Source: an optimization exercise on an open RTL-to-GDS flow (aim: small area). Production flows keep margins and buffers that such runs may drop.
In this exercise RTL edits were held to simulation tests only and were not proved equivalent to the original.
No activity file was given, so power comes from the tool's default toggle rates.

`design/flow/constraint.sdc`:
```
create_clock -name core_clock -period 10.0 [get_ports {i_clk}]
set_input_delay 2.0000 -clock core_clock [delete_from_list [all_inputs] [get_ports {i_clk}]]
set_output_delay 2.0000 -clock core_clock [all_outputs]
set_load 0.01 [all_outputs]
```
`design/flow/design.v`:
```
module SPI_top(
    input wire i_clk,
    input wire i_rst,
    output wire o_mosi,
    output wire o_cs,
    output wire o_dc,
    output wire o_rst
);
    localparam K_L  = 2'd0;    
    localparam K_L2 = 2'd1;    
    localparam K_H  = 2'd2;    
    localparam K_V  = 2'd3;    
    wire w_rst = ~i_rst;
    assign o_rst = i_rst;
    reg        r_cs;
    reg        r_dc;
    reg [4:0]  r_t;
    reg [4:0]  r_seg;    
    reg [3:0]  r_step;
    reg        r_new;
    reg [3:0]  r_bc;
    reg [8:0]  r_x;
    reg [8:0]  r_y;
    reg [7:0]  r_err;
    reg [1:0] s_kind;
    reg [7:0] s_xs;
    reg [7:0] s_ys;
    reg [7:0] s_end;
    reg [7:0] s_m;
    reg [7:0] s_d;
    reg [7:0] s_e0;
    reg s_dec;
    reg [4:0] s_gap;
    reg s_afthv;
    always @(*) begin
        s_kind = 0; s_xs = 0; s_ys = 0; s_end = 0; s_m = 0; s_d = 0; s_e0 = 0;
        s_dec = 0; s_gap = 17; s_afthv = 0;
        case (r_seg)
            5'd2: begin s_kind=0; s_xs=120; s_ys=46; s_end=225; s_m=34; s_d=47; s_e0=22; s_dec=0; s_gap=18; s_afthv=0; end
            5'd3: begin s_kind=1; s_xs=225; s_ys=122; s_end=245; s_m=27; s_d=83; s_e0=26; s_dec=1; s_gap=17; s_afthv=0; end
            5'd4: begin s_kind=2; s_xs=55; s_ys=245; s_end=185; s_m=0; s_d=0; s_e0=0; s_dec=0; s_gap=17; s_afthv=0; end
            5'd5: begin s_kind=1; s_xs=15; s_ys=122; s_end=245; s_m=13; s_d=40; s_e0=19; s_dec=0; s_gap=16; s_afthv=1; end
            5'd6: begin s_kind=0; s_xs=15; s_ys=122; s_end=120; s_m=34; s_d=47; s_e0=22; s_dec=1; s_gap=17; s_afthv=0; end
            5'd7: begin s_kind=1; s_xs=120; s_ys=90; s_end=198; s_m=12; s_d=37; s_e0=7; s_dec=0; s_gap=19; s_afthv=0; end
            5'd8: begin s_kind=0; s_xs=62; s_ys=131; s_end=155; s_m=49; s_d=68; s_e0=21; s_dec=0; s_gap=17; s_afthv=0; end
            5'd9: begin s_kind=2; s_xs=62; s_ys=131; s_end=177; s_m=0; s_d=0; s_e0=0; s_dec=0; s_gap=17; s_afthv=0; end
            5'd10: begin s_kind=0; s_xs=84; s_ys=198; s_end=177; s_m=31; s_d=43; s_e0=22; s_dec=1; s_gap=16; s_afthv=1; end
            5'd11: begin s_kind=1; s_xs=120; s_ys=90; s_end=198; s_m=1; s_d=3; s_e0=1; s_dec=1; s_gap=17; s_afthv=0; end
            5'd12: begin s_kind=3; s_xs=120; s_ys=46; s_end=90; s_m=0; s_d=0; s_e0=0; s_dec=0; s_gap=19; s_afthv=0; end
            5'd13: begin s_kind=0; s_xs=177; s_ys=131; s_end=225; s_m=3; s_d=16; s_e0=17; s_dec=1; s_gap=16; s_afthv=1; end
            5'd14: begin s_kind=1; s_xs=155; s_ys=198; s_end=245; s_m=7; s_d=11; s_e0=8; s_dec=0; s_gap=17; s_afthv=0; end
            5'd15: begin s_kind=1; s_xs=84; s_ys=198; s_end=245; s_m=13; s_d=21; s_e0=11; s_dec=1; s_gap=17; s_afthv=0; end
            5'd16: begin s_kind=0; s_xs=15; s_ys=122; s_end=62; s_m=4; s_d=21; s_e0=10; s_dec=0; s_gap=17; s_afthv=0; end
            default: ;
        endcase
    end
    wire w_init  = (r_seg == 5'd0);
    wire w_clear = (r_seg == 5'd1);
    wire w_done  = (r_seg == 5'd17);
    wire w_line  = !w_init && !w_clear && !w_done && (s_kind == K_L || s_kind == K_L2);
    wire w_h     = !w_init && !w_clear && !w_done && (s_kind == K_H);
    wire w_v     = !w_init && !w_clear && !w_done && (s_kind == K_V);
    wire w_xmaj  = (s_kind == K_L);
    reg [7:0] r_lo;
    reg [7:0] r_hi;
    reg       r_len16;
    always @(*) begin
        r_lo = 8'h00; r_hi = 8'h00; r_len16 = 1'b0;
        if (w_init) begin
            case (r_step)
                4'd0:  r_lo = 8'h01;
                4'd1:  r_lo = 8'hC0;
                4'd2:  begin r_lo = 8'h23; r_len16 = 1; end
                4'd3:  r_lo = 8'hC1;
                4'd4:  begin r_lo = 8'h10; r_len16 = 1; end
                4'd5:  r_lo = 8'hC5;
                4'd6:  begin r_lo = 8'h28; r_hi = 8'h3E; r_len16 = 1; end
                4'd7:  r_lo = 8'hC7;
                4'd8:  begin r_lo = 8'h86; r_len16 = 1; end
                4'd9:  r_lo = 8'h36;
                4'd10: begin r_lo = 8'h88; r_len16 = 1; end
                4'd11: r_lo = 8'h3A;
                4'd12: begin r_lo = 8'h55; r_len16 = 1; end
                4'd13: r_lo = 8'h11;
                default: r_lo = 8'h29;
            endcase
        end else begin
            case (r_step)
                4'd0:  r_lo = 8'h2A;
                4'd1:  r_lo = 8'h00;
                4'd2:  r_lo = r_x[7:0];
                4'd3:  r_lo = 8'h00;
                4'd4:  r_lo = w_clear ? 8'd239 : (w_h ? s_end : r_x[7:0]);
                4'd5:  r_lo = 8'h2B;
                4'd6:  r_lo = {7'd0, r_y[8]};
                4'd7:  r_lo = r_y[7:0];
                4'd8:  r_lo = {7'd0, w_v ? 1'b0 : r_y[8]};
                4'd9:  r_lo = w_v ? s_end : r_y[7:0];
                4'd10: r_lo = 8'h2C;
                default: r_lo = w_clear ? 8'h00 : 8'hFF;
            endcase
        end
    end
    wire [7:0] w_byte = (r_len16 && !r_t[3]) ? r_hi : r_lo;
    assign o_mosi = !r_cs && w_byte[~r_t[2:0]];
    assign o_cs   = r_cs;
    assign o_dc   = r_dc;
    wire w_next_data = w_init ? (!r_step[0] && r_step != 0 && r_step != 14)
                              : !(r_step == 0 || r_step == 5 || r_step == 10);
    reg [4:0] r_gap;      
    reg [4:0] r_fall;     
    always @(*) begin
        if (w_init) begin
            r_gap  = (r_step == 0) ? 5'd3 : 5'd13;
            r_fall = 5'd12;
        end else begin
            case (r_step)
                4'd0: begin
                    if (r_new) begin
                        r_gap  = w_clear ? 5'd15 : s_gap;
                        r_fall = s_afthv ? 5'd13 : 5'd14;
                    end else begin
                        r_gap  = w_clear ? 5'd15 : 5'd16;
                        r_fall = w_clear ? 5'd14 : 5'd15;
                    end
                end
                4'd1, 4'd5, 4'd6, 4'd10: begin r_gap = 5'd14; r_fall = 5'd13; end
                default: begin r_gap = 5'd13; r_fall = 5'd13; end
            endcase
        end
    end
    wire w_delay = r_cs && (r_t < 10) &&
                   ((w_init && (r_step == 1 || r_step == 14)) || (w_clear && r_new && r_step == 0));
    wire w_tick  = (r_x == 9'd168) && (r_bc == 4'd11);
    wire w_xend  = r_t == (r_len16 ? 5'd15 : 5'd7);
    wire w_burst_end = !r_cs && w_xend && !w_init && r_step == 11;
    wire [8:0] w_outer = w_v ? r_y : r_x;
    wire [8:0] w_end9  = w_clear ? 9'd389 : {1'b0, s_end};
    wire w_last  = w_line ? (r_bc == 15) : (r_bc == 14 && w_outer == w_end9);
    wire [7:0] w_major = w_xmaj ? r_x[7:0] : r_y[7:0];
    wire w_segend = w_line ? (w_major == s_end) : (w_clear ? (r_y == 9'd320) : 1'b1);
    wire w_load = r_cs && r_step == 0 && r_t == 12 && !w_init;
    always @(posedge i_clk or posedge w_rst) begin
        if (w_rst) begin
            r_cs   <= 1'b1;
            r_dc   <= 1'b0;
            r_t    <= 5'd0;
            r_seg  <= 5'd0;
            r_step <= 4'd0;
            r_new  <= 1'b0;
            r_bc   <= 4'd0;
            r_x    <= 9'd0;
            r_y    <= 9'd0;
            r_err  <= 8'd0;
        end else begin
            if (!r_cs) begin
                if (w_xend) begin
                    r_cs <= 1'b1;
                    r_t  <= 5'd0;
                    if (w_init) begin
                        if (r_step == 14) begin
                            r_seg  <= 5'd1;
                            r_step <= 4'd0;
                            r_new  <= 1'b1;
                        end else begin
                            r_step <= r_step + 1'b1;
                        end
                    end else if (r_step != 11) begin
                        r_step <= r_step + 1'b1;
                        if (w_clear && r_step == 7)
                            r_y <= r_y + 9'd8;
                    end else begin
                        r_bc <= w_last ? 4'd0 : r_bc + 1'b1;
                        if (r_bc == 15 && (w_clear || w_h)) r_x <= r_x + 1'b1;
                        if (r_bc == 15 && w_v) r_y <= r_y + 1'b1;
                        if (w_last) begin
                            r_step <= 4'd0;
                            if (w_segend) begin
                                r_seg <= r_seg + 1'b1;
                                r_new <= 1'b1;
                            end else if (w_line) begin
                                if (w_xmaj) r_x <= r_x + 1'b1;
                                else        r_y <= r_y + 1'b1;
                                r_err <= r_err - s_m;
                            end
                        end
                    end
                end else begin
                    r_t <= r_t + 1'b1;
                end
            end else begin
                if (w_delay) begin
                    if (w_tick) begin
                        r_x  <= 9'd0;
                        r_bc <= 4'd0;
                        r_t  <= r_t + 1'b1;
                    end else begin
                        r_bc <= r_bc + 1'b1;
                        if (r_bc == 15) r_x <= r_x + 1'b1;
                    end
                end else if (!w_done && r_t == r_gap - 1) begin
                    r_cs  <= 1'b0;
                    r_t   <= 5'd0;
                    r_new <= 1'b0;
                end else begin
                    r_t <= r_t + 1'b1;
                end
                if (r_t == 11 && w_next_data && !w_done) r_dc <= 1'b1;
                if (r_t == r_fall - 1 && !w_next_data) r_dc <= 1'b0;
                if (r_t == 0 && r_step == 0 && !r_new && w_line && r_err[7]) begin
                    if (w_xmaj) r_y <= s_dec ? r_y - 1'b1 : r_y + 1'b1;
                    else        r_x <= s_dec ? r_x - 1'b1 : r_x + 1'b1;
                    r_err <= r_err + s_d;
                end
                if (w_load && (r_new || w_clear)) r_x <= {1'b0, s_xs};
                if (w_load && r_new) begin
                    r_y   <= {1'b0, s_ys};
                    r_err <= s_e0;
                end
            end
        end
    end
endmodule
```
`design/flow/config.mk`:
```
export PLATFORM = sky130hd
export DESIGN_NAME = SPI_top
export DESIGN_NICKNAME = SPI_top
export VERILOG_FILES = /design/flow/design.v
export SDC_FILE = /design/flow/constraint.sdc
export NUM_CORES = 4
export LEC_CHECK = 0
export CAP_MARGIN = 20
export CORE_MARGIN = 2
export CORE_UTILIZATION = 40
export SLEW_MARGIN = 20
```
`design/flow/run.sh`:
```
#!/bin/bash
# synth_recipe.tcl (not shown) runs the flow's synth.tcl, then flattens the netlist and writes it again
# the make line also repeats each setting of config.mk as NAME=value (left out here)
make -C /OpenROAD-flow-scripts/flow DESIGN_CONFIG=/design/flow/config.mk WORK_HOME=/design/flow/orfs CLKGATE_MAP_FILE= SYNTH_SCRIPT=/design/flow/synth_recipe.tcl finish
```
==> notes.md <==
-- through the flow --
stage	std cells	worst slack [ps]	utilization, %
2_1_floorplan	1035	4630	-
3_3_place_gp	1193	3540	41.3
3_5_place_dp	1193	3450	41.3
4_1_cts	1201	3090	42.3
5_1_grt	1201	2700	42.3
6_report	1201	2930	42.3
-- metal layers --
layer | routed length (µm) | global-route usage [%] | vias up
met5 | 0 | 0 | -
met2 | 11500 | 41.2 | 402
met1 | 11800 | 37.9 | 3716
met3 | 2340 | 4.82 | 51
met4 | 708 | 8.13 | 0
li1 | - | - | 3699
-- cell families after synthesis --
| logic type | synth area share [%] |
|---|---|
| AND/OR/NAND/NOR | 26.4 |
| AO/OA/AOI/OAI | 31.3 |
| buffers and inverters | 6.65 |
| XOR/XNOR | 5.67 |
| adder cells (fa/ha/maj) | 8.31 |
| flip-flops | 15.9 |
| multiplexers | 5.67 |
-- power by group through the flow --
stage          combinational (µW)  sequential [µW]  clock, µW
2_1_floorplan               0.414              194          0
3_3_place_gp                 5.74              194          0
3_5_place_dp                 5.81              194          0
4_1_cts                      5.81              190        221
5_1_grt                      6.39              190        226
6_report                     5.18              190        213
-- state kept, by name (all words and copies together), names as in the netlist --
name and count:
r_step 4, r_cs 1, r_err 8, r_bc 4
r_t 5, r_x 9, r_dc 1, r_y 9
r_new 1, r_seg 5
-- worst register-to-register path, delay by kind of cell, from the launching register on --
family          cells  cell delay (ps)
compound gates      5             2620
xor+xnor            1              190
flops               1             1030
mux                 1              220
simple gates        3             1170
-- layout make-up --
cell class	instances	area (µm²)
Timing Repair Buffer	15	120
Clock inverter	2	35.0
Multi-Input combinational cell	865	5740
Sequential cell	47	1180
Clock buffer	6	139
Tap cell	229	287
Fill cell	1876	10400
Inverter	37	139
-- cell usage in the layout, fill, tap and decap left out, types with 5 or more instances in the layout --
cell type and n:
a2111oi_0 5, a211o_1 5, a211oi_1 14, a21o_1 18, a21oi_1 83, a22o_1 5, a22oi_1 8, a311oi_1 5
a31oi_1 12, a32oi_1 7, and2_1 5, and3_1 23, buf_4 10, clkbuf_16 5, dfrtp_1 44, ha_1 46
inv_1 36, mux2_2 11, mux2i_1 18, nand2_1 110, nand2b_1 23, nand3_1 45, nand3b_1 6, nand4_1 11
nor2_1 71, nor2b_1 18, nor3_1 33, nor3b_1 5, nor4_1 9, o211ai_1 15, o21a_1 9, o21ai_0 77
o221ai_1 5, o22ai_1 14, o31ai_1 6, xnor2_1 36, xor2_1 12
-- how the worst min path moves through the flow --
stage,slack (ps),to,cells past startpoint,from
floorplan,500,r_bc[1],2,r_bc[1]
global placement,490,r_dc,2,r_dc
detailed placement,500,r_dc,2,r_dc
CTS,510,r_dc,2,r_dc
global route,560,r_dc,2,r_dc
finish,510,r_dc,2,r_dc
==> qor.csv <==
metric,value,unit
syn_inst,1035,
setup_viol,0,
outcome,timing/DRC/antenna clean,
dr_total_vias,7868,
fin_crit_sh,70.7,%
cp_num_buf_inv,1,
ys.warnings.count,1,
slowest_stage,dfrtp_2,
hold_buffers,0,
placed_cell_area,7470,µm²
cts_htree_levels,2,
rsz0062_at_grt,no,
irDropWorstVdd,0.0000541,V
synth_area_per_cell,7.16,µm²
max_stage_delay,1030,ps
die-width,140,µm
p_leak,0.00284,µW
cts-root-buf,clkbuf_16,
grt_remaining_overflow,0,
crit_family,compound AO/OA/AOI/OAI gates,
cp-end-kind,output port,
dp_hpwl,18.8,mm
synth_enable_flop_cells,0,
syn_to_final_growth,3.16,%
grt_max_degree,74,
ys.flop_type,dfrtp_1,
grt.total_usage,26.7,%
ys_types,89,
p_per_area,53.4,nW/µm²
crit_end,o_mosi,
p_comb_share,1.3,%
cp_common_cell,nor3_1,
synth.most_common_cell,nand2_1,
hold_viol_final,0,
r2r-start,r_seg[4],
synth_commonest_cells,"nand2_1 (110), a21oi_1 (83), o21ai_0 (77)",
cts_buffer_depth,2,
startpoint,r_seg[4],
yosysTopAreaCell,dfrtp_1,
port_buffers,5,
power.internal,316,µW
reg2reg_depth,10,
crit_cells,10,
netlist_area,7410,µm²
skew,12.7,ps
cp.required,8000,ps
maxSlewViolCount,0,
dieHeight,140,µm
period_needed,7070,ps
synth_top_area_share,15.5,%
routed_via_density,6.55,
crit_chain,nor2b_1 > a22oi_1 > nand2_1 > a31o_2 > a2111oi_0 > nor3_1 > nor3_1 > o22ai_1 > a32o_1 > clkdlybuf4s50_1,
sw_frac_of_total,22.7,%
clkPwrFrac,52.2,%
switchingPower,92.5,µW
ant_nets,0,
syn_nets,1085,
netlist_top_cells_area,"dfrtp_1 (16%), ha_1 (7.8%), a21oi_1 (5.6%)",
seq_area_frac_synth,15.9,%
postCtsSetupRepairBufs,0,
cp-start-kind,register,
antenna_found_initial,0,
cts_tree,yes,
finalNetCount,1021,
fin_area,7640,µm²
die_area,19600,µm²
start_util,41.0,%
async_reset_ff_share,100,%
seqPwrFrac,46.6,%
cap_violations,0,
r2r_end,r_y[1],
finalPower,408,µW
hp-class,reg -> reg,
io_pins,6,
grt_pass1_vias,7221,
whs,513,ps
design.core.area,18100,µm²
dr.pass1.iters,17,
tns,0,ps
drtIter0Drc,1046,
cp.arrival,5070,ps
avgRoutedWirePerCell,21.9,µm
clkSinkCount,47,
relSlewSlack,29.8,%
drive_gt1_share,6.17,%
drc,0,
cts-buffers-inserted,5,
worstPathMaxFanout,60,
clk_latency,320,ps
rows,49,
r2r_setup_slack,4670,ps
grt_pass1_wl,41.7,mm
place.gp.congestion,0.970,
worst_pin_slew,1050,ps
synth_seq_cells,47,
clk_pin_slew_worst_paths,80,ps
max_freq,0.142,GHz
postRouteWirelength,26.3,mm
ctsResizeCount,0,
diodes,0,
critPathKind,reg -> out,

[port drivers added, routing unchanged]
In the flow no input, the clock included, has a driving cell. The finished layout below was timed again as built, in two steps.
Step 1: set_driving_cell puts a clkbuf_16 on i_clk and a buf_2 on each other input, an assumption about the parent block.
Step 2 times the ports against the registers' clock, not the clock port: input delays grow and output delays shrink by t, the midpoint of the rising clock arrivals with the driver on.
Slacks: no drivers / after step 1 / after step 2; pairs: no drivers / after step 1.
shift t [ns]: 0.354
slack for setup (ns): 2.935 / 2.891 / 3.245
worst setup path at the end: register to output
latest minus earliest clock arrival (ns): 0.013 / 0.013
After both steps this run still meets setup and hold. For this run, drivers alone change the setup slack by -0.044 ns; drivers and shift together by +0.310 ns.
